This is an optimization exercise on Yosys and OpenROAD, whose aim is small area, a short achievable clock period and few clock cycles per item, not a production implementation.
Function was not checked in any run shown here: the RTL went through the layout flow alone.
Power figures rest on the tool's default switching activity, not on a simulated workload.

File: design/flow/design.v
module sampledec(received,clk,start,ctrl,corrected,decodedOp,nerr,done);
  input [14:0] received; input clk; input start; input ctrl;
  output [7:0] corrected; output [1:0] nerr; output [14:0] decodedOp; output done;
  reg done_q, ctrl_q;
  always @(posedge clk) begin ctrl_q <= ctrl; if (start) done_q <= 1'b1; end
  assign done = done_q;
  wire t_1; bx2 u_t_1(.a(received[2]),.b(received[6]),.y(t_1));
  wire t_2; bx2 u_t_2(.a(received[7]),.b(received[8]),.y(t_2));
  wire t_3; bx2 u_t_3(.a(received[9]),.b(received[11]),.y(t_3));
  wire t_4; bx2 u_t_4(.a(received[13]),.b(received[14]),.y(t_4));
  wire t_5; bx2 u_t_5(.a(t_1),.b(t_2),.y(t_5));
  wire t_6; bx2 u_t_6(.a(t_3),.b(t_4),.y(t_6));
  wire x5; bx2 u_x5(.a(t_5),.b(t_6),.y(x5));
  wire t_7; bx2 u_t_7(.a(received[0]),.b(received[2]),.y(t_7));
  wire t_8; bx2 u_t_8(.a(received[3]),.b(received[6]),.y(t_8));
  wire t_9; bx2 u_t_9(.a(received[10]),.b(received[11]),.y(t_9));
  wire t_10; bx2 u_t_10(.a(received[12]),.b(received[13]),.y(t_10));
  wire t_11; bx2 u_t_11(.a(t_7),.b(t_8),.y(t_11));
  wire t_12; bx2 u_t_12(.a(t_9),.b(t_10),.y(t_12));
  wire x9; bx2 u_x9(.a(t_11),.b(t_12),.y(x9));
  wire t_13; bx2 u_t_13(.a(received[0]),.b(received[2]),.y(t_13));
  wire t_14; bx2 u_t_14(.a(received[4]),.b(received[5]),.y(t_14));
  wire t_15; bx2 u_t_15(.a(received[8]),.b(received[12]),.y(t_15));
  wire t_16; bx2 u_t_16(.a(received[13]),.b(received[14]),.y(t_16));
  wire t_17; bx2 u_t_17(.a(t_13),.b(t_14),.y(t_17));
  wire t_18; bx2 u_t_18(.a(t_15),.b(t_16),.y(t_18));
  wire x11; bx2 u_x11(.a(t_17),.b(t_18),.y(x11));
  wire t_19; bx2 u_t_19(.a(received[0]),.b(received[1]),.y(t_19));
  wire t_20; bx2 u_t_20(.a(received[2]),.b(received[4]),.y(t_20));
  wire t_21; bx2 u_t_21(.a(received[6]),.b(received[7]),.y(t_21));
  wire t_22; bx2 u_t_22(.a(received[10]),.b(received[14]),.y(t_22));
  wire t_23; bx2 u_t_23(.a(t_19),.b(t_20),.y(t_23));
  wire t_24; bx2 u_t_24(.a(t_21),.b(t_22),.y(t_24));
  wire x13; bx2 u_x13(.a(t_23),.b(t_24),.y(x13));
  wire x6; bx2 u_x6(.a(x5),.b(x9),.y(x6));
  wire x3; bx2 u_x3(.a(x5),.b(x11),.y(x3));
  wire x7; bx2 u_x7(.a(x5),.b(x13),.y(x7));
  wire x2; bx2 u_x2(.a(x9),.b(x11),.y(x2));
  wire x10; bx2 u_x10(.a(x9),.b(x13),.y(x10));
  wire x4; bx2 u_x4(.a(x11),.b(x13),.y(x4));
  wire x0; bx2 u_x0(.a(x5),.b(x10),.y(x0));
  wire x1; bx2 u_x1(.a(x5),.b(x2),.y(x1));
  wire x8; bx2 u_x8(.a(x5),.b(x4),.y(x8));
  wire x12; bx2 u_x12(.a(x9),.b(x8),.y(x12));
  wire x14; bx2 u_x14(.a(x5),.b(x12),.y(x14));
  wire t_25; bx2 u_t_25(.a(received[0]),.b(received[5]),.y(t_25));
  wire u0; bx2 u_u0(.a(t_25),.b(received[10]),.y(u0));
  wire t_26; bx2 u_t_26(.a(received[1]),.b(received[6]),.y(t_26));
  wire u1; bx2 u_u1(.a(t_26),.b(received[11]),.y(u1));
  wire t_27; bx2 u_t_27(.a(received[2]),.b(received[7]),.y(t_27));
  wire u2; bx2 u_u2(.a(t_27),.b(received[12]),.y(u2));
  wire t_28; bx2 u_t_28(.a(received[3]),.b(received[8]),.y(t_28));
  wire u3; bx2 u_u3(.a(t_28),.b(received[13]),.y(u3));
  wire t_29; bx2 u_t_29(.a(received[4]),.b(received[9]),.y(t_29));
  wire u4; bx2 u_u4(.a(t_29),.b(received[14]),.y(u4));
  wire t_30; bx2 u_t_30(.a(u0),.b(u1),.y(t_30));
  wire t_31; bx2 u_t_31(.a(u2),.b(u3),.y(t_31));
  wire t_32; bx2 u_t_32(.a(u3),.b(u4),.y(t_32));
  wire t_33; bx2 u_t_33(.a(u1),.b(u2),.y(t_33));
  wire t_34; bx2 u_t_34(.a(u0),.b(u4),.y(t_34));
  wire w0; bx2 u_w0(.a(t_33),.b(t_32),.y(w0));
  wire w1; bx2 u_w1(.a(t_34),.b(t_31),.y(w1));
  wire w2; bx2 u_w2(.a(t_30),.b(t_32),.y(w2));
  wire w3; bx2 u_w3(.a(t_33),.b(t_34),.y(w3));
  wire w4; bx2 u_w4(.a(t_30),.b(t_31),.y(w4));
  wire s1z = ~(x5 | x9 | x11 | x13);
  wire s3z = (u0==u1) & (u1==u2) & (u2==u3) & (u3==u4);
  wire zz = s1z & s3z;
  wire c0 = x5 | x10;
  wire c1 = x6 | x11;
  wire c2 = x2 | x7;
  wire c3 = x3 | x13;
  wire c4 = x4 | x9;
  wire t_35; bx2 u_t_35(.a(x7),.b(w0),.y(t_35));
  wire t_36; bx2 u_t_36(.a(t_35),.b(c0),.y(t_36));
  wire t_37; bx2 u_t_37(.a(x1),.b(w1),.y(t_37));
  wire t_38; bx2 u_t_38(.a(t_37),.b(c1),.y(t_38));
  wire sz1 = t_38 | zz;
  wire sz4 = x13 | zz;
  wire t_39; bx2 u_t_39(.a(x6),.b(w0),.y(t_39));
  wire t_40; bx2 u_t_40(.a(t_39),.b(c0),.y(t_40));
  wire t_41; bx2 u_t_41(.a(x2),.b(w4),.y(t_41));
  wire t_42; bx2 u_t_42(.a(t_41),.b(c4),.y(t_42));
  wire t_43; bx2 u_t_43(.a(x4),.b(w2),.y(t_43));
  wire t_44; bx2 u_t_44(.a(t_43),.b(c2),.y(t_44));
  wire t_45; bx2 u_t_45(.a(x8),.b(w3),.y(t_45));
  wire t_46; bx2 u_t_46(.a(t_45),.b(c3),.y(t_46));
  reg [14:0] r; reg [10:0] sq;
  always @(posedge clk) if (start) begin r <= received; sq <= {t_46, x10, t_44, t_42, t_40, x6, sz4, x11, x3, sz1, t_36}; end
  wire f0; bx2 u_f0(.a(sq[4]),.b(sq[6]),.y(f0));
  wire f2; bx2 u_f2(.a(sq[8]),.b(sq[9]),.y(f2));
  wire f3; bx2 u_f3(.a(sq[4]),.b(sq[10]),.y(f3));
  wire f4; bx2 u_f4(.a(sq[7]),.b(sq[9]),.y(f4));
  wire f5; bx2 u_f5(.a(sq[0]),.b(sq[4]),.y(f5));
  wire f6; bx2 u_f6(.a(sq[1]),.b(sq[3]),.y(f6));
  wire f7; bx2 u_f7(.a(sq[2]),.b(sq[8]),.y(f7));
  wire f9; bx2 u_f9(.a(sq[3]),.b(sq[7]),.y(f9));
  wire f10; bx2 u_f10(.a(sq[0]),.b(sq[5]),.y(f10));
  wire f11; bx2 u_f11(.a(sq[1]),.b(sq[5]),.y(f11));
  wire f12; bx2 u_f12(.a(sq[5]),.b(sq[8]),.y(f12));
  wire f13; bx2 u_f13(.a(sq[2]),.b(sq[10]),.y(f13));
  wire f14; bx2 u_f14(.a(sq[4]),.b(sq[7]),.y(f14));
  wire fl0; bnor4 u_fl0(.a(sq[10]),.b(f4),.c(f2),.d(sq[1]),.y(fl0));
  wire fl1; bnor4 u_fl1(.a(f9),.b(f5),.c(f3),.d(f2),.y(fl1));
  wire fl2; bnor4 u_fl2(.a(f10),.b(f6),.c(f4),.d(f3),.y(fl2));
  wire fl3; bnor4 u_fl3(.a(f11),.b(f7),.c(f5),.d(f4),.y(fl3));
  wire fl4; bnor4 u_fl4(.a(f12),.b(sq[10]),.c(f6),.d(f5),.y(fl4));
  wire fl5; bnor4 u_fl5(.a(f13),.b(f9),.c(f7),.d(f6),.y(fl5));
  wire fl6; bnor4 u_fl6(.a(f14),.b(f10),.c(sq[10]),.d(f7),.y(fl6));
  wire fl7; bnor4 u_fl7(.a(f0),.b(f11),.c(f9),.d(sq[10]),.y(fl7));
  wire fl8; bnor4 u_fl8(.a(sq[1]),.b(f12),.c(f10),.d(f9),.y(fl8));
  wire fl9; bnor4 u_fl9(.a(f2),.b(f13),.c(f11),.d(f10),.y(fl9));
  wire fl10; bnor4 u_fl10(.a(f3),.b(f14),.c(f12),.d(f11),.y(fl10));
  wire fl11; bnor4 u_fl11(.a(f4),.b(f0),.c(f13),.d(f12),.y(fl11));
  wire fl12; bnor4 u_fl12(.a(f5),.b(sq[1]),.c(f14),.d(f13),.y(fl12));
  wire fl13; bnor4 u_fl13(.a(f6),.b(f2),.c(f0),.d(f14),.y(fl13));
  wire fl14; bnor4 u_fl14(.a(f7),.b(f3),.c(sq[1]),.d(f0),.y(fl14));
  wire d0; bx2 u_d0(.a(r[0]),.b(fl0),.y(d0));
  wire d1; bx2 u_d1(.a(r[1]),.b(fl1),.y(d1));
  wire d2; bx2 u_d2(.a(r[2]),.b(fl2),.y(d2));
  wire d3; bx2 u_d3(.a(r[3]),.b(fl3),.y(d3));
  wire d4; bx2 u_d4(.a(r[4]),.b(fl4),.y(d4));
  wire d5; bx2 u_d5(.a(r[5]),.b(fl5),.y(d5));
  wire d6; bx2 u_d6(.a(r[6]),.b(fl6),.y(d6));
  wire d7; bx2 u_d7(.a(r[7]),.b(fl7),.y(d7));
  wire d8; bx2 u_d8(.a(r[8]),.b(fl8),.y(d8));
  wire d9; bx2 u_d9(.a(r[9]),.b(fl9),.y(d9));
  wire d10; bx2 u_d10(.a(r[10]),.b(fl10),.y(d10));
  wire d11; bx2 u_d11(.a(r[11]),.b(fl11),.y(d11));
  wire d12; bx2 u_d12(.a(r[12]),.b(fl12),.y(d12));
  wire d13; bx2 u_d13(.a(r[13]),.b(fl13),.y(d13));
  wire d14; bx2 u_d14(.a(r[14]),.b(fl14),.y(d14));
  assign decodedOp = {d14, d13, d12, d11, d10, d9, d8, d7, d6, d5, d4, d3, d2, d1, d0};
  wire ty0; bx2 u_ty0(.a(sq[5]),.b(sq[6]),.y(ty0));
  wire t_47; bx2 u_t_47(.a(sq[1]),.b(sq[3]),.y(t_47));
  wire ty1; bx2 u_ty1(.a(t_47),.b(sq[5]),.y(ty1));
  wire t_48; bx2 u_t_48(.a(sq[3]),.b(sq[4]),.y(t_48));
  wire ty2; bx2 u_ty2(.a(t_48),.b(sq[8]),.y(ty2));
  wire t_49; bx2 u_t_49(.a(sq[2]),.b(sq[4]),.y(t_49));
  wire ty3; bx2 u_ty3(.a(t_49),.b(sq[10]),.y(ty3));
  wire n0; bnor4 u_n0(.a(ty0),.b(ty1),.c(ty2),.d(ty3),.y(n0));
  wire n1; bn1 u_n1(.f({fl14, fl13, fl12, fl11, fl10, fl9, fl8, fl7, fl6, fl5, fl4, fl3, fl2, fl1, fl0}),.n0(n0),.y(n1));
  assign nerr = {n1, n0};
  wire co0; bmux u_co0(.s(ctrl_q),.a(d0),.b(d7),.y(co0));
  wire co1; bmux u_co1(.s(ctrl_q),.a(d1),.b(d8),.y(co1));
  wire co2; bmux u_co2(.s(ctrl_q),.a(d2),.b(d9),.y(co2));
  wire co3; bmux u_co3(.s(ctrl_q),.a(d3),.b(d10),.y(co3));
  wire co4; bmux u_co4(.s(ctrl_q),.a(d4),.b(d11),.y(co4));
  wire co5; bmux u_co5(.s(ctrl_q),.a(d5),.b(d12),.y(co5));
  wire co6; bmux u_co6(.s(ctrl_q),.a(d6),.b(d13),.y(co6));
  assign corrected = {decodedOp[14] & ctrl_q, co6, co5, co4, co3, co2, co1, co0};
endmodule
module bx2(input a, input b, output y); assign y = a ^ b; endmodule
module bnor4(input a, input b, input c, input d, output y); assign y = ~(a|b|c|d); endmodule
module bmux(input s, input a, input b, output y); assign y = s ? b : a; endmodule
module bn1(input [14:0] f, input n0, output y); assign y = (|f) & ~n0; endmodule
File: design/flow/flow/run.sh
#!/bin/bash
# The standard layout (standard.sh) with: every port buffered by one fixed cell type,
# power recovery (downsizing of non-critical cells) after global routing, and optional
# extra ORFS settings. Each tool's output goes to standard.log in this folder.
export BUFFER_PORTS_ARGS="-buffer_cell sky130_fd_sc_hd__buf_2"
export RECOVER_POWER=100

bash standard.sh > standard.log 2>&1
File: design/flow/standard.sh
#!/bin/bash
# synth_recipe.tcl (not shown) runs the flow's synth.tcl, then flattens the netlist and writes it again
# the make line also repeats each setting of config.mk as NAME=value (left out here)
make -C /OpenROAD-flow-scripts/flow DESIGN_CONFIG=/design/flow/config.mk WORK_HOME=/design/flow/orfs CLKGATE_MAP_FILE= SYNTH_SCRIPT=/design/flow/synth_recipe.tcl "${@:-finish}"
File: design/flow/config.mk
export PLATFORM = sky130hd
export DESIGN_NAME = sampledec
export DESIGN_NICKNAME = sampledec
export VERILOG_FILES = /design/flow/design.v
export SDC_FILE = /design/flow/constraint.sdc
export NUM_CORES = 4
export LEC_CHECK = 0
export CAP_MARGIN = 20
export CORE_MARGIN = 2
export CORE_UTILIZATION = 40
export SLEW_MARGIN = 20
export SYNTH_HIERARCHICAL = 1
File: design/flow/constraint.sdc
create_clock -name core_clock -period 7.0 [get_ports {clk}]
set_input_delay 1.4000 -clock core_clock [delete_from_list [all_inputs] [get_ports {clk}]]
set_output_delay 1.4000 -clock core_clock [all_outputs]
set_load 0.01 [all_outputs]
==> results of run 1 <==
per-layer routing:
metal,global-route usage (%),up-vias,wire length (µm)
met5,0,-,0
met4,5.76,0,114
met3,0.337,8,113
met2,22.4,37,1970
met1,18.5,645,2080
li1,-,693,-
placed cells by master, fill, tap and decap left out, drive strengths merged:
cell type	synthesis	layout
a41oi	1	1
and2	1	1
and4	1	1
buf	25	19
clkbuf	0	26
clkinvlp	0	1
conb	1	1
dfxtp	1	1
edfxtp	26	26
inv	1	1
mux2	7	7
mux2i	1	1
nor3	1	1
nor4	20	20
o21bai	1	1
o41ai	1	1
or2	5	5
or4	1	1
xor2	103	103
cell families (layout without fill, tap and decap cells):
logic type,Yosys count,count (layout),share of synthesized area [%]
xor gates and xnor gates,103,103,38.7
and+or+nand+nor,29,29,12.5
DFF,27,27,34.4
buffers and inverters,26,47,8.22
muxes,8,8,4.94
AOI/OAI and AO/OA,3,3,1.07
other,1,1,0.161
power groups by stage:
stage / sequential [mW] / clock (mW) / combinational (mW)
global route: 0.309 / 0.0928 / 0.740
detailed placement: 0.312 / 0 / 0.748
global placement: 0.312 / 0 / 0.747
floorplan: 0.297 / 0 / 0.675
finish: 0.303 / 0.0838 / 0.666
CTS: 0.308 / 0.0869 / 0.751
modules after synthesis, one instance, submodules excluded:
module,cells,copies in the design,flops+latches,cell area [µm²]
bmux,1,7,0,15.0
bx2,1,103,0,8.76
bn1,5,1,0,32.5
bnor4,1,16,0,12.5
sampledec,66,1,27,1090
flip-flops by register name (all words and copies together), names as in the netlist:
signal,count
r,15
sq,11
ctrl_q,1
stage by stage:
stage | utilization, % | instance area (µm²) | std cells
after global routing | 42.3 | 2360 | 290
final | 42.3 | 2360 | 290
after detailed placement | 43.8 | 2440 | 286
after global placement | 43.8 | 2440 | 286
after CTS | 44.7 | 2490 | 290
after floorplan | - | 2330 | 197
area by class of cell:
cell class              instances  area, µm²
well taps                      72       90.1
flip-flops and latches         27        801
clock buffers                   3       41.3
multi-input cells             144       1230
clock inverters                 1       7.51
repair buffers                 42        181
fillers                       579       3220
inverters                       1       3.75
worst paths after layout:
check	end	slack (ns)
max	corrected[5]	3.33
min	ctrl_q	1.23
synthesized netlist by cell type (all sizes together) (5+ instances only):
cell and number:
buf 25, nor4 20, or2 5, edfxtp 26
mux2 7, xor2 103
==> flow_summary.ini, run 1 <==
[placement]
portBuffers = 42
hpwlAfterDp_um = 3570
place_congestion = 0.863
dp_slack_ns = 3.21

[clock_network]
post_cts_buffers = 0
cts_tree = built
clockRootBuffer = clkbuf_8
cts.sinks = 27
clockBufferDepth = 2
cts_resized = 0
cts_max_level = 1
clk_pin_slew_worst_paths_ns = 0.09
hold_buffers = 0
numCtsBuffers = 3

[setup_path]
crit_chain = xor2_1 > nor4_1 > xor2_1 > mux2_4 > clkbuf_1
setup.worst_path.end_class = primary output
crit_start = sq[10]
cp-start-kind = flop
cpPeakStageDelay_ns = 0.63
worst_path_max_delay_cell = nor4_1
cp.required_ns = 5.60
critical_path_depth = 5
crit_top_cell = xor2_1
crit_family = simple AND/OR/NAND/NOR gates
critical_path_buf_inv_count = 1
arrival_ns = 2.27
path_class = flop to primary output
worstPathMaxFanout = 7

[routing]
wl_um = 4270
first_pass_iters = 4
drt_drc_violations_left = 0
ant_nets = 0
drt-initial-drc-count = 26
via_per_inst = 4.77
route.vias.total = 1383
wl_per_cell_um = 14.7

[floorplanning]
core.rowCount = 27
fp.dieH_um = 80.3
die_w_um = 80.3
die_area_mm2 = 0.00645
design.core.area_mm2 = 0.00557
ios = 44
initial_core_util_pct = 41.8

[sta]
worst_slack_ns = 3.33
setup_tns_ns = 0
hold_violations = 0
rsz0062_at_grt = no
whs_ns = 1.23
fin_crit_sh_pct = 52.5
tightest_slew_ns = 1.25
final-max-slew-violation-count = 0
slew_headroom_pct = 16.4
setup_viol = 0
max_freq_mhz = 272
period_minus_slack_ns = 3.67

[yosys]
yosys_warnings = 7
syn_inst = 197
synth_ff_type = edfxtp_1
ys_seq_elements = 27
yosysUniqueCellTypes = 19
yosys.area.top_type = xor2_1
synth-async-reset-ratio_pct = 0
syn_area_mm2 = 0.00233
synth.avg_cell_area_um2 = 11.8
syn-num-nets = 215
synth_top_area_share_pct = 38.7
synth-seq-area-share_pct = 34.4
synthTopCellsByArea = xor2_1 39%, edfxtp_1 34%, nor4_2 9.1%, buf_4 8.1%, mux2_4 4.5%
synth_edf_count = 26

[power_and_ir_drop]
switching_share_pct = 46.5
seq_power_share_pct = 28.8
power_frac_comb_pct = 63.3
power.internal_mw = 0.563
vdd_drop_max_mv = 0.138
p_per_area_mw_per_mm2 = 447
switchingPower_mw = 0.490
p_total_mw = 1.05
clockPowerShare_pct = 8.0
total_leakage_power_nw = 0.954

[worst_hold_path]
hold_class = input pin to flop
hold_depth = 1
worstHoldStart = ctrl

[final_layout]
syn2layout_area_growth_pct = 1.24
num_antenna_cells = 0
nNetsFinal = 237
layout-drive-gt1-share_pct = 15.1

[flow_run]
max-cap-violations = 0

[global_route]
grt.total_usage_pct = 13.5
grt_pass1_vias = 1359
antenna_found_initial = 0
grt_max_degree = 27
grt_pass1_wl_um = 6710
grt_overflow = 0

[status]
status = no timing/DRC/antenna violations
==> run 2: changes to the inputs <==
==> design/flow/flow/run.sh (replaced) <==
#!/bin/bash
# The standard layout (standard.sh) with: every port buffered by one fixed cell type,
# power recovery (downsizing of non-critical cells) after global routing, and optional
# extra ORFS settings. The flow's full output goes to standard.log in this folder.
export BUFFER_PORTS_ARGS="-buffer_cell sky130_fd_sc_hd__buf_2"
export RECOVER_POWER=100
export SETUP_SLACK_MARGIN=3.8
bash standard.sh > standard.log 2>&1
==> flow_summary.ini, run 2 <==
[status]
status = no timing/DRC/antenna violations

[final_layout]
num_antenna_cells = 0
nNetsFinal = 269
n_fill_cell = 485
final_area_mm2 = 0.00307
largest-register = r
layout_common_cells = 74 x xor2_1, 26 x edfxtp_1, 22 x clkbuf_1, 18 x buf_2
layout-drive-gt1-share_pct = 37.6
syn2layout_area_growth_pct = 31.6
top_regs = r: 15 flops, sq: 11 flops, ctrl_q: 1 flops
final_common_cell = xor2_1
largest_reg_flops = 15

[setup_path]
worst_path_max_delay_cell = nor4_1
worstPathMaxFanout = 4
arrival_ns = 2.56
setup.worst_path.end_class = primary output
cpPeakStageDelay_ns = 0.65
critical_path_buf_inv_count = 2
path_class = flop to primary output
crit_chain = clkbuf_1 > xor2_1 > nor4_1 > xor2_1 > mux2_1 > buf_6
cp-start-kind = flop
cp.required_ns = 5.60
crit_family = simple AND/OR/NAND/NOR gates
crit_top_cell = xor2_1

[yosys]
synth_edf_count = 26
syn_inst = 197
synth_common_cells = 103 x xor2_1, 26 x edfxtp_1, 25 x buf_4, 17 x nor4_2, 7 x mux2_4
synthTopCellsByArea = xor2_1 39%, edfxtp_1 34%, nor4_2 9.1%, buf_4 8.1%, mux2_4 4.5%
synth_top_area_share_pct = 38.7
synth-seq-area-share_pct = 34.4
yosysUniqueCellTypes = 19
syn_area_mm2 = 0.00233
yosys_warnings = 7
syn-num-nets = 215
yosysMostFrequentCell = xor2_1
synth-async-reset-ratio_pct = 0
yosys.area.top_type = xor2_1
synth_ff_type = edfxtp_1
ys_seq_elements = 27
synth.avg_cell_area_um2 = 11.8

[flow_run]
max-cap-violations = 0

[worst_hold_path]
hold_class = input pin to flop

[clock_network]
clockBufferDepth = 2
cts_max_level = 1
numCtsBuffers = 3
cts.sinks = 27
clockRootBuffer = clkbuf_8
cts_tree = built
clk_pin_slew_worst_paths_ns = 0.10
hold_buffers = 0

[global_route]
antenna_found_initial = 0
grt_pass1_wl_um = 7980
grt_overflow = 0
grt_pass1_vias = 1539
grt.total_usage_pct = 16.5
grt_max_degree = 27

[sta]
fin_crit_sh_pct = 56.5
setup_tns_ns = 0
setup_viol = 0
max_freq_mhz = 253
tightest_slew_ns = 1.40
period_minus_slack_ns = 3.96
final-max-slew-violation-count = 0
hold_violations = 0
rsz0062_at_grt = yes
slew_headroom_pct = 6.53

[routing]
wl_met3_um = 180
wl_um = 5290
first_pass_iters = 4
ant_nets = 0
wl_per_cell_um = 16.4
drt-initial-drc-count = 34
route.vias.total = 1522
dr_wl_met2_um = 2730
via_per_inst = 4.73
m1WireLength_um = 2270
drt_drc_violations_left = 0
top_layer = met4

[floorplanning]
ios = 44
die_area_mm2 = 0.00645
core.rowCount = 27
design.core.area_mm2 = 0.00557
initial_core_util_pct = 41.8
die_w_um = 80.3
fp.dieH_um = 80.3

[power_and_ir_drop]
p_total_mw = 1.40
vdd_drop_max_mv = 0.199
p_per_area_mw_per_mm2 = 457
total_leakage_power_nw = 1.18

[placement]
dpl_cell_area_mm2 = 0.00247
place_congestion = 0.908
portBuffers = 42
hpwlAfterDp_um = 3580
run 2: changes by cell type in the layout (fill, tap and decap cells not counted), moves of 3 or more:
cell    delta
xor2_1    -29
buf_4     +17
xor2_4    +15
buf_6     +14
xor2_2    +14
mux2_1     +3
mux2_4     -3
run 2: kinds of logic after synthesis:
family / share of synthesized area [%]
multiplexers: 4.94
AND/OR/NAND/NOR: 12.5
other: 0.161
buffers and inverters: 8.22
AO/OA/AOI/OAI: 1.07
XOR/XNOR: 38.7
flip-flops: 34.4
run 2: final cells by class:
class / instances / area [µm²] / area share (%)
timing repair buffer: 74 / 493 / 16.1
multi-input combinational: 144 / 1630 / 53.1
inverter: 1 / 3.75 / 0.122
clock buffer: 3 / 41.3 / 1.35
sequential: 27 / 801 / 26.1
tap: 72 / 90.1 / 2.94
clock inverter: 1 / 7.51 / 0.245
run 2: metrics by stage:
step | utilization, % | worst slack [ns] | cells | hold WS (ns)
after floorplan | - | 3.83 | 197 | 1.43
after global placement | 44.3 | 3.40 | 286 | 1.50
after detailed placement | 44.3 | 3.39 | 286 | 1.50
after CTS | 54.0 | 3.60 | 313 | 1.21
after global routing | 55.0 | 2.91 | 322 | 1.20
final | 55.0 | 3.04 | 322 | 1.22
run 2: worst paths after layout:
check	from	to	slack, ns	depth (start not counted)
max	sq[8]	corrected[6]	3.04	6
min	ctrl	ctrl_q	1.22	1
run 2: per-module statistics from Yosys, one instance, submodules excluded:
module	cell area, µm²	cells	flip-flops and latches
bmux	15.0	1	0
bn1	32.5	5	0
bnor4	12.5	1	0
bx2	8.76	1	0
sampledec	1090	66	27
run 2: repair_timing:
| item | 4_1_cts | 5_1_grt |
|---|---|---|
| gates resized for setup | 38 | 46 |
| hold endpoints to repair | 0 | 0 |
| endpoints found under the setup margin | 25 | 29 |
| buffers inserted | 23 | 9 |
| pin swaps | 23 | 37 |
run 2: report_power, final:
group,switching [mW],internal [mW],total [mW],leakage (nW)
logic,0.555,0.479,1.03,0.897
registers,0.0295,0.248,0.277,0.263
clock network,0.0501,0.0404,0.0905,0.0217
run 2: routing by layer:
metal  up-vias  GRT usage, %
li1        737             -
met1       731          20.6
met2        46          30.2
met3         8          1.12
met4         0          4.75
met5         -             0
==> run 3: changes to the inputs <==
--- a/design/flow/flow/run.sh
+++ b/design/flow/flow/run.sh
@@ -5,4 +5,4 @@
 export BUFFER_PORTS_ARGS="-buffer_cell sky130_fd_sc_hd__buf_2"
 export RECOVER_POWER=100
-export SETUP_SLACK_MARGIN=3.8
+export SETUP_SLACK_MARGIN=3.5
 bash standard.sh > standard.log 2>&1
==> flow_summary.ini, run 3 <==
[routing]
wl_um = 4310
drt_drc_violations_left = 0
ant_nets = 0
route.vias.total = 1405
first_pass_iters = 4
wl_per_cell_um = 14.5
drt-initial-drc-count = 25
via_per_inst = 4.75

[yosys]
synth_ff_type = edfxtp_1
yosys.area.top_type = xor2_1
syn_area_mm2 = 0.00233
yosys_warnings = 7
syn-num-nets = 215
yosysMostFrequentCell = xor2_1
synth_top_area_share_pct = 38.7
synth_edf_count = 26
synth-seq-area-share_pct = 34.4
syn_inst = 197
synthTopCellsByArea = xor2_1 39%, edfxtp_1 34%, nor4_2 9.1%, buf_4 8.1%, mux2_4 4.5%
synth_common_cells = 103 x xor2_1, 26 x edfxtp_1, 25 x buf_4, 17 x nor4_2, 7 x mux2_4
synth-async-reset-ratio_pct = 0
synth.avg_cell_area_um2 = 11.8
ys_seq_elements = 27
yosysUniqueCellTypes = 19

[clock_network]
cts.sinks = 27
numCtsBuffers = 3
cts_tree = built
cts_max_level = 1
clockBufferDepth = 2
clockRootBuffer = clkbuf_8
hold_buffers = 0
clk_pin_slew_worst_paths_ns = 0.09

[final_layout]
largest-register = r
fin_util_pct = 43.4
final_common_cell = xor2_1
top_regs = r: 15 flops, sq: 11 flops, ctrl_q: 1 flops
layout_common_cells = 101 x xor2_1, 26 x edfxtp_1, 23 x buf_2, 20 x clkbuf_1, 19 x nor4_1
nNetsFinal = 243
largest_reg_flops = 15
num_antenna_cells = 0
layout-drive-gt1-share_pct = 19.6
syn2layout_area_growth_pct = 3.87

[worst_hold_path]
worstHoldStart = ctrl
hold_class = input pin to flop

[sta]
setup_tns_ns = 0
setup_viol = 0
hold_violations = 0
period_minus_slack_ns = 3.65
slew_headroom_pct = 16.2
final-max-slew-violation-count = 0
fin_crit_sh_pct = 52.1
rsz0062_at_grt = yes
tightest_slew_ns = 1.26
max_freq_mhz = 274

[global_route]
grt.total_usage_pct = 13.5
grt_max_degree = 27
grt_overflow = 0
antenna_found_initial = 0
grt_pass1_vias = 1361
grt_pass1_wl_um = 6730

[power_and_ir_drop]
total_leakage_power_nw = 0.993
vdd_drop_max_mv = 0.146
p_per_area_mw_per_mm2 = 446
seq_power_share_pct = 27.3
clockPowerShare_pct = 7.8
power_frac_comb_pct = 64.9
switching_share_pct = 45.9
power.internal_mw = 0.584
switchingPower_mw = 0.496

[setup_path]
cp.required_ns = 5.60
worstPathMaxFanout = 4
arrival_ns = 2.25
path_class = flop to primary output
cp-start-kind = flop
setup.worst_path.end_class = primary output
crit_start = sq[8]

[placement]
hpwlAfterDp_um = 3570
portBuffers = 42
place_congestion = 0.863

[flow_run]
max-cap-violations = 0

[status]
status = no timing/DRC/antenna violations

[floorplanning]
core.rowCount = 27
ios = 44
initial_core_util_pct = 41.8
fp.dieH_um = 80.3
die_area_mm2 = 0.00645
design.core.area_mm2 = 0.00557
die_w_um = 80.3
==> run 3: cell count changes in the layout (fill, tap and decap cells not counted), moves of 2 or more <==
cell	change
xor2_1	+27
buf_2	+5
xor2_4	-15
nor4_1	+2
clkbuf_4	-2
mux2_4	+3
xor2_2	-12
mux2_1	-3
clkbuf_1	-2
buf_4	-12
buf_6	-14
==> run 3: repair_timing <==
item,4_1_cts,5_1_grt
setup endpoints to repair,3,9
gates resized for setup,1,7
pin swaps,1,2
buffers inserted,1,5
==> run 3: worst max-delay path, cell delays in order, from the launching register on <==
cell and delay, ns:
edfxtp_1 0.52, xor2_1 0.25, nor4_1 0.61, xor2_1 0.18, mux2_4 0.29, buf_2 0.14
==> run 3: logic make-up (layout without fill, tap and decap cells) <==
| group | after synthesis | after routing | synth area share [%] |
|---|---|---|---|
| AND/OR/NAND/NOR | 29 | 29 | 12.5 |
| AO/OA/AOI/OAI | 3 | 3 | 1.07 |
| other | 1 | 1 | 0.161 |
| XOR/XNOR | 103 | 103 | 38.7 |
| buffers and inverters | 26 | 53 | 8.22 |
| flip-flops | 27 | 27 | 34.4 |
| multiplexers | 8 | 8 | 4.94 |
==> run 3: path summary, 6_finish.rpt <==
path	cells after the start	end	slack, ns
worst max-delay path	5	corrected[5]	3.35
worst min-delay path	1	ctrl_q	1.23
==> run 3: area by class of cell <==
| class | instances | area [µm²] |
|---|---|---|
| Fill cell | 568 | 3160 |
| Multi-Input combinational cell | 144 | 1250 |
| Sequential cell | 27 | 801 |
| Timing Repair Buffer | 48 | 228 |
| Tap cell | 72 | 90.1 |
| Clock buffer | 3 | 41.3 |
| Clock inverter | 1 | 7.51 |
| Inverter | 1 | 3.75 |
==> run 3: modules after synthesis (local to each module, per instance) <==
module     times used  area, µm²
bn1                 1       32.5
bnor4              16       12.5
sampledec           1       1090
bx2               103       8.76
bmux                7       15.0
==> run 3: per-stage QoR <==
stage | total power, mW | instance area (µm²) | worst slack, ns | hold WS (ns) | std cells
5_1_grt | 1.17 | 2420 | 3.18 | 1.21 | 296
3_5_place_dp | 1.06 | 2440 | 3.21 | 1.50 | 286
3_3_place_gp | 1.06 | 2440 | 3.19 | 1.50 | 286
6_report | 1.08 | 2420 | 3.35 | 1.23 | 296
2_1_floorplan | 0.972 | 2330 | 3.71 | 1.43 | 197
4_1_cts | 1.15 | 2500 | 3.51 | 1.22 | 291
==> run 3: layer usage <==
layer | global-route usage [%] | part of all wire (%) | up-vias
met3 | 0.337 | 3.5 | 8
met2 | 22.3 | 47 | 39
met4 | 5.76 | 2.6 | 0
met5 | 0 | 0 | -
met1 | 18.7 | 47 | 656
li1 | - | - | 702
==> run 3: power groups by stage <==
stage / combinational, mW / sequential (mW) / clock, mW
detailed placement: 0.748 / 0.312 / 0
global placement: 0.747 / 0.312 / 0
CTS: 0.762 / 0.303 / 0.0869
global route: 0.778 / 0.301 / 0.0928
finish: 0.701 / 0.295 / 0.0838
floorplan: 0.675 / 0.297 / 0
==> run 4: changes to the inputs <==
--- a/design/flow/flow/run.sh
+++ b/design/flow/flow/run.sh
@@ -4,5 +4,5 @@
 # extra ORFS settings. The flow's full output goes to standard.log in this folder.
 export BUFFER_PORTS_ARGS="-buffer_cell sky130_fd_sc_hd__buf_2"
-export RECOVER_POWER=100
+export RECOVER_POWER=0
 export SETUP_SLACK_MARGIN=3.5
 bash standard.sh > standard.log 2>&1
==> flow_summary.ini, run 4 <==
[yosys]
syn-num-nets = 215
syn_area_mm2 = 0.00233
synth_ff_type = edfxtp_1
yosysUniqueCellTypes = 19
synth.avg_cell_area_um2 = 11.8
synth_edf_count = 26
synth-async-reset-ratio_pct = 0
synth_top_area_share_pct = 38.7
ys_seq_elements = 27
syn_inst = 197
synth_common_cells = 103 x xor2_1, 26 x edfxtp_1, 25 x buf_4, 17 x nor4_2, 7 x mux2_4
yosys_warnings = 7
synth-seq-area-share_pct = 34.4
yosysMostFrequentCell = xor2_1
synthTopCellsByArea = xor2_1 39%, edfxtp_1 34%, nor4_2 9.1%, buf_4 8.1%, mux2_4 4.5%
yosys.area.top_type = xor2_1

[global_route]
grt_pass1_vias = 1361
grt_max_degree = 27
grt_pass1_wl_um = 6730
grt.total_usage_pct = 13.5
grt_overflow = 0
antenna_found_initial = 0

[routing]
wl_per_cell_um = 14.5
route.vias.total = 1417
via_per_inst = 4.79
drt_drc_violations_left = 0
first_pass_iters = 4
ant_nets = 0
drt-initial-drc-count = 24
wl_um = 4290

[setup_path]
setup.worst_path.end_class = primary output
arrival_ns = 2.08
worstPathMaxFanout = 4
crit_top_cell = xor2_1
cpPeakStageDelay_ns = 0.51
worst_path_max_delay_cell = edfxtp_1
cp.required_ns = 5.60
critical_path_buf_inv_count = 1
crit_family = flip-flops
crit_chain = xor2_1 > nor4_2 > xor2_1 > mux2_4 > buf_2
cp-start-kind = flop
path_class = flop to primary output

[clock_network]
cts_max_level = 1
clockRootBuffer = clkbuf_8
hold_buffers = 0
cts_tree = built
clockBufferDepth = 2
numCtsBuffers = 3
clk_pin_slew_worst_paths_ns = 0.09
cts.sinks = 27

[sta]
final-max-slew-violation-count = 0
max_freq_mhz = 287
setup_tns_ns = 0
hold_violations = 0
period_minus_slack_ns = 3.48
setup_viol = 0
fin_crit_sh_pct = 49.7
tightest_slew_ns = 0.582
rsz0062_at_grt = yes
slew_headroom_pct = 61.1

[final_layout]
n_fill_cell = 526
largest-register = r
layout_common_cells = 96 x xor2_1, 42 x buf_2, 26 x edfxtp_1, 16 x nor4_2
final_area_mm2 = 0.00260
top_regs = r: 15 flops, sq: 11 flops, ctrl_q: 1 flops
final_common_cell = xor2_1
fin_util_pct = 46.6
finalNonFillerCells = 296
syn2layout_area_growth_pct = 11.5
layout-drive-gt1-share_pct = 38.4
nNetsFinal = 243
num_antenna_cells = 0
largest_reg_flops = 15

[placement]
hpwlAfterDp_um = 3570
dpl_cell_area_mm2 = 0.00244
place_congestion = 0.863
dp_cells = 286
portBuffers = 42

[power_and_ir_drop]
total_leakage_power_nw = 1.07
p_per_area_mw_per_mm2 = 454
vdd_drop_max_mv = 0.170

[worst_hold_path]
hold_class = input pin to flop

[floorplanning]
design.core.area_mm2 = 0.00557
initial_core_util_pct = 41.8
fp.dieH_um = 80.3
die_area_mm2 = 0.00645
die_w_um = 80.3
core.rowCount = 27
ios = 44

[flow_run]
max-cap-violations = 0

[status]
status = no timing/DRC/antenna violations
==> run 4: cell types whose count changed in the layout (fill, tap and decap cells not counted), moves of 5 or more <==
cell / change
nor4_1: -16
xor2_2: +5
clkbuf_1: -20
buf_2: +19
xor2_1: -5
nor4_2: +15
==> run 4: final timing paths <==
path / start / to / slack [ns] / depth (start not counted)
max: sq[8] / corrected[5] / 3.52 / 5
min: ctrl / ctrl_q / 1.23 / 1
==> run 4: Yosys stat by module, one instance, submodules excluded <==
module / area, µm² / copies in the design / flops+latches / cells inside
bnor4: 12.5 / 16 / 0 / 1
sampledec: 1090 / 1 / 27 / 66
bx2: 8.76 / 103 / 0 / 1
bn1: 32.5 / 1 / 0 / 5
bmux: 15.0 / 7 / 0 / 1
==> run 4: kinds of logic after synthesis <==
kind of cell	count (synthesis)	synth area share [%]
AOI/OAI and AO/OA	3	1.07
other	1	0.161
buffers and inverters	26	8.22
and+or+nand+nor	29	12.5
xor gates and xnor gates	103	38.7
DFF	27	34.4
muxes	8	4.94
==> run 4: layer usage <==
layer  up-vias  routed length, µm  GRT usage, %
li1        696                  -             -
met1       678               2020          18.7
met2        35               2060          22.3
met3         8                104         0.337
met4         0                109          5.76
met5         -                  0             0
==> run 4: stage by stage <==
step	power [mW]	setup WS, ns	hold WS, ns
finish	1.18	3.52	1.23
global route	1.27	3.47	1.21
CTS	1.15	3.51	1.22
detailed placement	1.06	3.21	1.50
global placement	1.06	3.19	1.50
floorplan	0.972	3.71	1.43
==> run 4: where the power goes <==
part	internal, mW	switching [mW]
combinational	0.332	0.465
sequential	0.249	0.0490
clock	0.0402	0.0436
total	0.622	0.558
==> run 4: what timing repair did <==
item | 4_1_cts | 5_1_grt
gates resized for setup | 1 | 7
pin swaps | 1 | 2
hold endpoints to repair | 0 | 0
buffers inserted | 1 | 5
endpoints found under the setup margin | 3 | 9
==> run 4: final cells by class <==
class	instances	area, µm²	share of cell area [%]
clock buffer	3	41.3	1.59
clock inverter	1	7.51	0.289
inverter	1	3.75	0.145
multi-input combinational	144	1400	53.8
sequential	27	801	30.8
tap	72	90.1	3.47
timing repair buffer	48	255	9.83
==> run 5: changes to the inputs <==
==> design/flow/flow/run.sh (replaced) <==
#!/bin/bash
# The standard layout (standard.sh) with: every port buffered by one fixed cell type,
# power recovery (downsizing of non-critical cells) after global routing, and optional
# extra ORFS settings. The flow's full output goes to standard.log in this folder.
export BUFFER_PORTS_ARGS="-buffer_cell sky130_fd_sc_hd__buf_1"
export RECOVER_POWER=100

bash standard.sh > standard.log 2>&1
==> flow_summary.ini, run 5 <==
[status]
status = no timing/DRC/antenna violations

[global_route]
antenna_found_initial = 0
grt.total_usage_pct = 14.3
grt_overflow = 0
grt_max_degree = 27
grt_pass1_vias = 1408
grt_pass1_wl_um = 7040

[clock_network]
post_cts_buffers = 0
clk_pin_slew_worst_paths_ns = 0.09
numCtsBuffers = 3
cts_tree = built
cts_max_level = 1
clockRootBuffer = clkbuf_8
hold_buffers = 0
cts.sinks = 27
cts_resized = 0
clockBufferDepth = 2

[floorplanning]
initial_core_util_pct = 41.8
core.rowCount = 27
die_w_um = 80.3
fp.dieH_um = 80.3
die_area_mm2 = 0.00645
ios = 44
design.core.area_mm2 = 0.00557

[yosys]
yosysMostFrequentCell = xor2_1
synth_common_cells = 103 x xor2_1, 26 x edfxtp_1, 25 x buf_4, 17 x nor4_2, 7 x mux2_4
synth_ff_type = edfxtp_1
synth_compound_area_share_pct = 1.07
synth_edf_count = 26
synth-async-reset-ratio_pct = 0
synth_top_area_share_pct = 38.7
yosys.area.top_type = xor2_1
synth-simple-area-share_pct = 12.5
syn_area_mm2 = 0.00233
synthTopCellsByArea = xor2_1 39%, edfxtp_1 34%, nor4_2 9.1%, buf_4 8.1%, mux2_4 4.5%
synth.avg_cell_area_um2 = 11.8
syn-num-nets = 215
yosys_warnings = 7
post_synth_fa_ha_maj_area_fraction_pct = 0
synth_xor_xnor_area_share_pct = 38.7
syn_inst = 197
yosysUniqueCellTypes = 19
synth_top_family_by_area = XOR/XNOR gates
ys_seq_elements = 27
synth-seq-area-share_pct = 34.4
muxShareOfSynthArea_pct = 4.94

[power_and_ir_drop]
switching_share_pct = 48.0
power_frac_comb_pct = 62.3
vdd_drop_max_mv = 0.195
clockPowerShare_pct = 8.2
seq_power_share_pct = 29.5
p_total_mw = 1.03
p_per_area_mw_per_mm2 = 445
power.internal_mw = 0.535
switchingPower_mw = 0.494
total_leakage_power_nw = 0.879

[routing]
route.vias.total = 1382
wl_um = 4420
ant_nets = 0
via_per_inst = 4.75
first_pass_iters = 4
drt_drc_violations_left = 0
drt-initial-drc-count = 7
wl_per_cell_um = 15.2

[final_layout]
finalNonFillerCells = 291
layout_common_cells = 103 x xor2_1, 31 x buf_1, 26 x edfxtp_1, 19 x nor4_1, 12 x clkbuf_1
layout-drive-gt1-share_pct = 3.65
final_common_cell = xor2_1
nNetsFinal = 238
seqCellArea_um2 = 801
largest-register = r
largest_reg_flops = 15
multi_input_area_mm2 = 0.00121
num_antenna_cells = 0
top_regs = r: 15 flops, sq: 11 flops, ctrl_q: 1 flops
syn2layout_area_growth_pct = -0.698
n_fill_cell = 557

[flow_run]
max-cap-violations = 0

[sta]
period_minus_slack_ns = 3.64
setup_tns_ns = 0
max_freq_mhz = 275
hold_violations = 0
rsz0062_at_grt = no
fin_crit_sh_pct = 51.9
slew_headroom_pct = 8.00
tightest_slew_ns = 1.38
final-max-slew-violation-count = 0
setup_viol = 0

[placement]
hpwlAfterDp_um = 3600
place_congestion = 0.887
dp_cells = 287
portBuffers = 42

[setup_path]
arrival_ns = 2.24
cp-start-kind = flop
setup.worst_path.end_class = primary output
worstPathMaxFanout = 5
path_class = flop to primary output
cp.required_ns = 5.60

[worst_hold_path]
hold_class = input pin to flop
[run 5: power by group through the flow]
stage | logic (mW) | clock network [mW] | registers (mW)
after global routing | 0.709 | 0.0938 | 0.309
after floorplan | 0.675 | 0 | 0.297
after CTS | 0.730 | 0.0862 | 0.309
final | 0.641 | 0.0840 | 0.304
after global placement | 0.725 | 0 | 0.313
after detailed placement | 0.728 | 0 | 0.312
[run 5: metal layers]
metal | part of all wire (%) | GRT usage (%) | up-vias
li1 | - | - | 698
met1 | 49 | 19.6 | 648
met2 | 47 | 23.5 | 30
met3 | 2.0 | 1.12 | 6
met4 | 1.7 | 5.08 | 0
met5 | 0 | 0 | -
[run 5: cells by family after synthesis]
group | count (synthesis)
AO/OA/AOI/OAI | 3
other | 1
buffers and inverters | 26
multiplexers | 8
XOR/XNOR | 103
AND/OR/NAND/NOR | 29
flip-flops | 27
[run 5: per-stage QoR]
step	setup WS, ns	instance area [µm²]	hold slack [ns]	utilization [%]
6_report	3.36	2310	1.22	41.5
3_3_place_gp	3.19	2400	1.49	43.0
3_5_place_dp	3.14	2400	1.50	43.0
2_1_floorplan	3.71	2330	1.43	-
4_1_cts	3.39	2440	1.22	43.8
5_1_grt	3.21	2310	1.22	41.5
[run 5: worst paths after layout]
kind,startpoint,cells past startpoint,to,slack (ns)
setup / recovery,sq[5],5,corrected[6],3.36
hold / removal,ctrl,1,ctrl_q,1.22
[run 5: final cells by class]
type | count | share of cell area, %
flip-flops and latches | 27 | 34.6
well taps | 72 | 3.90
clock buffers | 3 | 1.79
inverters | 1 | 0.162
clock inverters | 1 | 0.216
multi-input cells | 144 | 52.3
repair buffers | 43 | 6.98
[run 5: critical path: stages (launching register included)]
cell      delay, ns
edfxtp_1       0.51
xor2_1         0.26
nor4_1         0.57
xor2_1         0.20
mux2_1         0.32
buf_1          0.13
[run 5: Yosys stat by module, one instance, submodules excluded]
module     flops+latches  cell area [µm²]
bmux                   0             15.0
bn1                    0             32.5
bnor4                  0             12.5
bx2                    0             8.76
sampledec             27             1090
==> run 6: changes to the inputs <==
==> design/flow/run.sh (new file) <==
#!/bin/bash
# synth_recipe.tcl (not shown) runs the flow's synth.tcl, then flattens the netlist and writes it again
# the make line also repeats each setting of config.mk as NAME=value (left out here)
make -C /OpenROAD-flow-scripts/flow DESIGN_CONFIG=/design/flow/config.mk WORK_HOME=/design/flow/orfs CLKGATE_MAP_FILE= SYNTH_SCRIPT=/design/flow/synth_recipe.tcl finish
removed: design/flow/flow/run.sh
removed: design/flow/standard.sh
==> flow_summary.ini, run 6 <==
[clock_network]
cts_resized = 0
clockRootBuffer = clkbuf_8
hold_buffers = 0
clk_pin_slew_worst_paths_ns = 0.09
cts.sinks = 27
cts_tree = built
cts_max_level = 1
post_cts_buffers = 0
clockBufferDepth = 2
numCtsBuffers = 3

[yosys]
synth_ff_type = edfxtp_1
synth_top_area_share_pct = 38.7
yosysMostFrequentCell = xor2_1
ys_seq_elements = 27
synth_edf_count = 26
synthTopCellsByArea = xor2_1 39%, edfxtp_1 34%, nor4_2 9.1%, buf_4 8.1%, mux2_4 4.5%
yosysUniqueCellTypes = 19
syn_area_mm2 = 0.00233
yosys_warnings = 7
yosys.area.top_type = xor2_1
syn-num-nets = 215
synth-seq-area-share_pct = 34.4
synth.avg_cell_area_um2 = 11.8
syn_inst = 197
synth_common_cells = 103 x xor2_1, 26 x edfxtp_1, 25 x buf_4, 17 x nor4_2, 7 x mux2_4
synth-async-reset-ratio_pct = 0

[placement]
dpl_cell_area_mm2 = 0.00265
place_congestion = 0.837
portBuffers = 42
dp_cells = 286
hpwlAfterDp_um = 3870

[final_layout]
syn2layout_area_growth_pct = 16.6
final_area_mm2 = 0.00272
multi_input_area_mm2 = 0.00134
finalNonFillerCells = 291
n_fill_cell = 523
nNetsFinal = 238
fin_util_pct = 48.7
seqCellArea_um2 = 801
layout-drive-gt1-share_pct = 14.6
num_antenna_cells = 0
layout_common_cells = 103 x xor2_1, 42 x clkdlybuf4s50_1, 26 x edfxtp_1, 17 x nor4_2, 7 x mux2_4
top_regs = r: 15 flops, sq: 11 flops, ctrl_q: 1 flops
largest_reg_flops = 15
largest-register = r
final_common_cell = xor2_1

[floorplanning]
core.rowCount = 27
design.core.area_mm2 = 0.00557
ios = 44
fp.dieH_um = 80.3
initial_core_util_pct = 41.8
die_area_mm2 = 0.00645
die_w_um = 80.3

[setup_path]
worst_path_max_delay_cell = edfxtp_1
crit_chain = xor2_1 > nor4_2 > xor2_1 > mux2_4 > clkdlybuf4s50_1
path_class = flop to primary output
cp.required_ns = 5.60
worstPathMaxFanout = 7
crit_top_cell = xor2_1
setup.worst_path.end_class = primary output
arrival_ns = 2.56
cpPeakStageDelay_ns = 0.56
cp-start-kind = flop

[power_and_ir_drop]
p_total_mw = 1.24
total_leakage_power_nw = 1.03
switchingPower_mw = 0.553
power.internal_mw = 0.682
switching_share_pct = 44.8
p_per_area_mw_per_mm2 = 455
clockPowerShare_pct = 6.9
seq_power_share_pct = 24.9
vdd_drop_max_mv = 0.229
power_frac_comb_pct = 68.2

[routing]
first_pass_iters = 4
route.vias.total = 1435
wl_per_cell_um = 15.8
ant_nets = 0
via_per_inst = 4.93
drt_drc_violations_left = 0
drt-initial-drc-count = 33
wl_um = 4600

[sta]
period_minus_slack_ns = 3.96
rsz0062_at_grt = no
tightest_slew_ns = 0.708
fin_crit_sh_pct = 56.6
slew_headroom_pct = 52.6
final-max-slew-violation-count = 0
max_freq_mhz = 253
setup_tns_ns = 0
setup_viol = 0
hold_violations = 0

[flow_run]
max-cap-violations = 0

[global_route]
grt_max_degree = 27
grt_overflow = 0
grt_pass1_wl_um = 7530
grt_pass1_vias = 1527
grt.total_usage_pct = 15.0
antenna_found_initial = 0

[worst_hold_path]
hold_class = input pin to flop

[status]
status = no timing/DRC/antenna violations
==> run 6: logic make-up after synthesis <==
| kind of cell | count (synthesis) | share of synthesized area, % |
|---|---|---|
| muxes | 8 | 4.94 |
| buffers and inverters | 26 | 8.22 |
| and+or+nand+nor | 29 | 12.5 |
| AOI/OAI and AO/OA | 3 | 1.07 |
| xor gates and xnor gates | 103 | 38.7 |
| DFF | 27 | 34.4 |
| other | 1 | 0.161 |
==> run 6: power by group through the flow <==
| stage | clock network [mW] | logic (mW) | registers, mW |
|---|---|---|---|
| detailed placement | 0 | 0.845 | 0.313 |
| finish | 0.0848 | 0.843 | 0.307 |
| global route | 0.0959 | 0.916 | 0.314 |
| CTS | 0.0870 | 0.847 | 0.309 |
| floorplan | 0 | 0.675 | 0.297 |
| global placement | 0 | 0.827 | 0.309 |
==> run 6: final timing paths <==
path                  startpoint      endpoint  slack [ns]  cells after the start
worst max-delay path       sq[1]  corrected[0]        3.04                      5
worst min-delay path        ctrl        ctrl_q        1.56                      1
==> run 6: metal layers <==
| layer | GRT usage [%] | part of all wire, % | wire [µm] |
|---|---|---|---|
| met4 | 6.61 | 2.1 | 96 |
| met1 | 17.8 | 44 | 2020 |
| met2 | 27.4 | 51 | 2330 |
| met3 | 1.35 | 3.2 | 149 |
| met5 | 0 | 0 | 0 |
==> run 6: final cells by class <==
| type | instances | share of cell area, % |
|---|---|---|
| multi-input combinational | 144 | 49.2 |
| sequential | 27 | 29.5 |
| timing repair buffer | 43 | 16.0 |
| tap | 72 | 3.32 |
| clock buffer | 3 | 1.52 |
| clock inverter | 1 | 0.276 |
| inverter | 1 | 0.138 |
==> run 6: through the flow <==
step	hold WS, ns	worst slack [ns]
after global placement	1.85	2.88
final	1.56	3.04
after CTS	1.56	3.05
after floorplan	1.43	3.71
after detailed placement	1.86	2.77
after global routing	1.56	2.86
==> run 6: worst max-delay path, delay by kind of cell (launching register included) <==
| family | cells | cell delay, ns |
|---|---|---|
| buffers and inverters | 1 | 0.52 |
| xor gates and xnor gates | 2 | 0.51 |
| and+or+nand+nor | 1 | 0.52 |
| muxes | 1 | 0.18 |
| DFF | 1 | 0.56 |
==> run 6: per-module statistics from Yosys, one instance, submodules excluded <==
module,cell area (µm²),flip-flops and latches,cells inside,copies in the design
bx2,8.76,0,1,103
bn1,32.5,0,5,1
bnor4,12.5,0,1,16
sampledec,1090,27,66,1
bmux,15.0,0,1,7

port drivers added, routing unchanged:
Ports are ideal in the flow. The routed layouts listed here were re-timed in OpenROAD. Step 1 sets driving cells, clkbuf_16 on the clock port and buf_2 on the other inputs (assumed; they add their load-dependent delay and slew). Step 2 also shifts input and output timing later by t, the mid clock arrival at the registers, as if the neighbouring blocks saw the same clock. Slacks: ideal ports / drivers / drivers and shift; pairs: ideal ports / drivers.
run	t, ns	setup WS [ns]	worst slew at a driven data input, ns
run 1	0.285	3.327 / 3.304 / 3.081	0.03
run 2	0.295	3.042 / 3.016 / 3.106	0.03
run 3	0.285	3.350 / 3.327 / 3.079	0.03
run 4	0.285	3.520 / 3.497 / 3.409	0.03
run 5	0.285	3.365 / 3.341 / 3.137	0.03
run 6	0.287	3.041 / 3.016 / 2.766	0.04
After both steps every run listed still meets setup and hold. For run 6, which loses most, drivers alone change the setup slack by -0.025 ns; drivers and shift together by -0.275 ns.
